From an optimization exercise on the open Yosys and OpenROAD flow, aimed at small area and few clock cycles per item; shortcuts taken in it are not production practice.
In this exercise RTL edits were held to simulation tests only and were not proved equivalent to the original.

## mul_op
module mul_op #(parameter INPUTS = 2,
		parameter OUTPUTS = 1,
		parameter DATA_IN_SIZE = 32,
		parameter DATA_OUT_SIZE = 32)
		(
		input clk,
		input rst,
		input [INPUTS * (DATA_IN_SIZE)- 1 : 0]data_in_bus,
		input [INPUTS - 1 : 0]valid_in_bus,
		output [INPUTS - 1 : 0] ready_in_bus,
		output [OUTPUTS * (DATA_OUT_SIZE) - 1 : 0]data_out_bus,
		output [OUTPUTS - 1 : 0]valid_out_bus,
		input 	[OUTPUTS - 1 : 0] ready_out_bus
);
	wire join_valid, oehb_ready;
	wire [DATA_OUT_SIZE - 1 : 0] product;
	joinC #(.N(INPUTS)) add_fork(.valid_in(valid_in_bus), .ready_in(ready_in_bus), .valid_out(join_valid), .ready_out(oehb_ready));
	mul_comb multiply_unit (.a(data_in_bus[0 * DATA_IN_SIZE +: DATA_IN_SIZE]), .b(data_in_bus[1 * DATA_IN_SIZE +: DATA_IN_SIZE]), .p(product));
	OEHB #(.INPUTS(1), .OUTPUTS(1), .DATA_IN_SIZE(DATA_OUT_SIZE), .DATA_OUT_SIZE(DATA_OUT_SIZE)) oehb_buffer (.clk(clk), .rst(rst),
										 .data_in_bus(product), .valid_in_bus(join_valid), .ready_in_bus(oehb_ready),
										 .data_out_bus(data_out_bus), .valid_out_bus(valid_out_bus[0]), .ready_out_bus(ready_out_bus[0]));
endmodule
For scale: about 33 flip-flops.
clock: 8.0 ns
lec_check: 0
abc_area: 1
cap_margin: 20
core_margin: 2
core_utilization: 40
gpl_timing_driven: 0
slew_margin: 20
synth_hierarchical: 1
standard.sh (not shown) runs the stock make flow with config.mk's settings and CLKGATE_MAP_FILE= SYNTH_SCRIPT=/design/flow/synth_recipe.tcl, a recipe that flattens the netlist after the stock synthesis.
==> flow/flow/run.sh <==
#!/bin/bash
set -euo pipefail
cd "$(dirname "$0")/.."
bash standard.sh 'BUFFER_PORTS_ARGS=-buffer_cell sky130_fd_sc_hd__buf_1' finish > standard_sh.log 2>&1 || { tail -50 standard_sh.log; exit 1; }
tail -5 standard_sh.log
ls -l out/final.def
The baseline passed the timing, DRC and antenna checks.
Testbench counts at the start, summed over its fixed seeds: cycles 12,008, items 12,000.
Next try:
==> flow/flow/run.sh (replaced) <==
#!/bin/bash
# The standard layout (standard.sh) with two changes to how it is made:
#  - ABC's area script for the synthesis's technology mapping is flow/abc_area.script
#    (run from a copy of ORFS's scripts folder that differs only in that file);
#  - the port buffers are made from the smallest buffer cell, buf_1;
#  - clock tree synthesis uses clkbuf_8 for its root and tree buffers and adds no dummy loads.
# The synthesis is otherwise the standard one (synth_recipe.tcl), so the registers
# and their names are the standard synthesis's.
set -euo pipefail
cd "$(dirname "$0")/.."
W=$PWD
rm -rf "$W/scripts_abc"
cp -r "$FLOW_HOME/scripts" "$W/scripts_abc"
cp "$W/flow/abc_area.script" "$W/scripts_abc/abc_area.script"
diff -r "$FLOW_HOME/scripts" "$W/scripts_abc" > scripts_diff.log 2>&1 || true
bash standard.sh "SCRIPTS_DIR=$W/scripts_abc" 'BUFFER_PORTS_ARGS=-buffer_cell sky130_fd_sc_hd__buf_1' \
  'CTS_ARGS=-sink_clustering_enable -repair_clock_nets -root_buf sky130_fd_sc_hd__clkbuf_8 -buf_list sky130_fd_sc_hd__clkbuf_8 -dont_use_dummy_load' finish > standard_sh.log 2>&1 || { tail -50 standard_sh.log; exit 1; }
tail -5 standard_sh.log
ls -l out/final.def
==> flow/flow/abc_area.script (new file) <==
strash
dch
map -a
topo
--- a/flow/config.mk
+++ b/flow/config.mk
@@ -11,2 +11,3 @@
 export CORE_UTILIZATION = 40
+export CTS_BUF_LIST = sky130_fd_sc_hd__clkbuf_8
 export GPL_TIMING_DRIVEN = 0
Effect:
- non-clock buffer count goes down by 84
- worst setup slack improves by 0.084 ns
- count of clock-buffer cells in the layout goes down by 2
- fmax goes up by about 1.1%
- design area goes down by about 4.6%
- first-iteration DRC count goes down by 20%
- via count goes down by about 13%
- sequential share of layout area goes up by 0.36 points
- final cell count goes down by about 16%
Next try:
--- a/flow/flow/run.sh
+++ b/flow/flow/run.sh
@@ -1,3 +1,3 @@
 #!/bin/bash
-# The standard layout (standard.sh) with two changes to how it is made:
+# The standard layout (standard.sh) with three changes to how it is made:
 #  - ABC's area script for the synthesis's technology mapping is flow/abc_area.script
--- a/flow/config.mk
+++ b/flow/config.mk
@@ -8,8 +8,8 @@
 export ABC_AREA = 1
-export CAP_MARGIN = 20
+export CAP_MARGIN = 10
 export CORE_MARGIN = 2
-export CORE_UTILIZATION = 40
-export CTS_BUF_LIST = sky130_fd_sc_hd__clkbuf_8
+export CORE_UTILIZATION = 60
 export GPL_TIMING_DRIVEN = 0
-export SLEW_MARGIN = 20
+export PLACE_DENSITY = 0.75
+export SLEW_MARGIN = 10
 export SYNTH_HIERARCHICAL = 1
- The new run completed with no timing, DRC or antenna violations
- cell area went down by 1.7%
- flip-flop and latch count is unchanged
- non-clock buffer count came out higher by 2
- area after synthesis stays the same
- via count rises by 1.7%
- die area decreases by 33%
- worst setup slack got worse by 0.042 ns
- global-route usage increases by 8.5 points
Next try:
--- a/flow/config.mk
+++ b/flow/config.mk
@@ -8,8 +8,8 @@
 export ABC_AREA = 1
-export CAP_MARGIN = 10
+export CAP_MARGIN = 20
 export CORE_MARGIN = 2
-export CORE_UTILIZATION = 60
+export CORE_UTILIZATION = 75
 export GPL_TIMING_DRIVEN = 0
-export PLACE_DENSITY = 0.75
-export SLEW_MARGIN = 10
+export PLACE_DENSITY = 0.85
+export SLEW_MARGIN = 20
 export SYNTH_HIERARCHICAL = 1
=>
- The changed run finished with timing, DRC and antenna clean
- global-route usage climbs by 9.5 points
- critical path depth climbs by 1
- via count climbs by about 7%
- flip-flop and latch count is unchanged
- clock skew hardly moves
- design area hardly moves
- register-to-register slack got worse by 0.03 ns
- worst setup slack got worse by 0.11 ns
- worst hold slack improved by 0.053 ns
Next try:
--- a/flow/config.mk
+++ b/flow/config.mk
@@ -8,8 +8,8 @@
 export ABC_AREA = 1
-export CAP_MARGIN = 20
+export CAP_MARGIN = 0
 export CORE_MARGIN = 2
-export CORE_UTILIZATION = 75
+export CORE_UTILIZATION = 60
 export GPL_TIMING_DRIVEN = 0
-export PLACE_DENSITY = 0.85
-export SLEW_MARGIN = 20
+export PLACE_DENSITY = 0.75
+export SLEW_MARGIN = 0
 export SYNTH_HIERARCHICAL = 1
Via count went down by 6.6%; final area went up by 0.35%; critical path depth went down by 1; hold slack gains 0.16 ns; routed wire length went down by 4.9%; worst setup slack gains 0.13 ns.
Next try:
--- a/flow/flow/run.sh
+++ b/flow/flow/run.sh
@@ -5,3 +5,3 @@
 #  - the port buffers are made from the smallest buffer cell, buf_1;
-#  - clock tree synthesis uses clkbuf_8 for its root and tree buffers and adds no dummy loads.
+#  - clock tree synthesis uses clkbuf_8 for its root and tree buffers and adds no dummy loads; its sink clusters may hold up to 50 registers.
 # The synthesis is otherwise the standard one (synth_recipe.tcl), so the registers
@@ -16,3 +16,3 @@
 bash standard.sh "SCRIPTS_DIR=$W/scripts_abc" 'BUFFER_PORTS_ARGS=-buffer_cell sky130_fd_sc_hd__buf_1' \
-  'CTS_ARGS=-sink_clustering_enable -repair_clock_nets -root_buf sky130_fd_sc_hd__clkbuf_8 -buf_list sky130_fd_sc_hd__clkbuf_8 -dont_use_dummy_load' finish > standard_sh.log 2>&1 || { tail -50 standard_sh.log; exit 1; }
+  'CTS_ARGS=-sink_clustering_enable -repair_clock_nets -root_buf sky130_fd_sc_hd__clkbuf_8 -buf_list sky130_fd_sc_hd__clkbuf_8 -dont_use_dummy_load -sink_clustering_size 50 -sink_clustering_max_diameter 500' finish > standard_sh.log 2>&1 || { tail -50 standard_sh.log; exit 1; }
 tail -5 standard_sh.log
--- a/flow/config.mk
+++ b/flow/config.mk
@@ -8,8 +8,9 @@
 export ABC_AREA = 1
-export CAP_MARGIN = 0
+export CAP_MARGIN = 20
 export CORE_MARGIN = 2
 export CORE_UTILIZATION = 60
+export CTS_BUF_LIST = sky130_fd_sc_hd__clkbuf_8
 export GPL_TIMING_DRIVEN = 0
 export PLACE_DENSITY = 0.75
-export SLEW_MARGIN = 0
+export SLEW_MARGIN = 20
 export SYNTH_HIERARCHICAL = 1
Result:
- The changed run completed without violations
- non-clock buffer count came out lower by 1
- core utilization is about the same
- area after synthesis does not change
- via count hardly moves
- clock-buffer cell count does not change
- routed wire length fell by 1.0%
- global-route usage grows by 0.38 points
- design area stays flat
- maximum frequency stays flat

[what the ideal ports hide]
How much do the figures lean on ideal ports? The routed layouts below were timed once more, with nothing changed but the port constraints. Step 1, drivers: a clkbuf_16 drives clk and a buf_2 each remaining input, both assumed. Step 2 adds t to the input delays and takes it off the output delays; t is the mean of the earliest and latest rising clock arrival at the registers after step 1. Input paths then give back, and output paths get back, about the clock's delay inside the block. Slacks: ideal ports / drivers / drivers and shift; pairs: ideal ports / drivers.
run	t (ns)	setup slack, ns	worst slew at a driven data input, ns
the first run	0.330	0.262 / 0.282 / -0.048	0.04
the second run	0.370	0.346 / 0.371 / 0.000	0.05
the third run	0.363	0.304 / 0.322 / -0.042	0.05
the fourth run	0.364	0.189 / 0.199 / -0.165	0.05
the fifth run	0.363	0.322 / 0.343 / -0.020	0.06
the sixth run	0.363	0.327 / 0.344 / -0.019	0.05
With both steps, setup timing fails in 5 of these runs, where it was met with ideal ports. For the fourth run, which loses most, drivers alone change the setup slack by +0.010 ns; drivers and shift together by -0.354 ns.
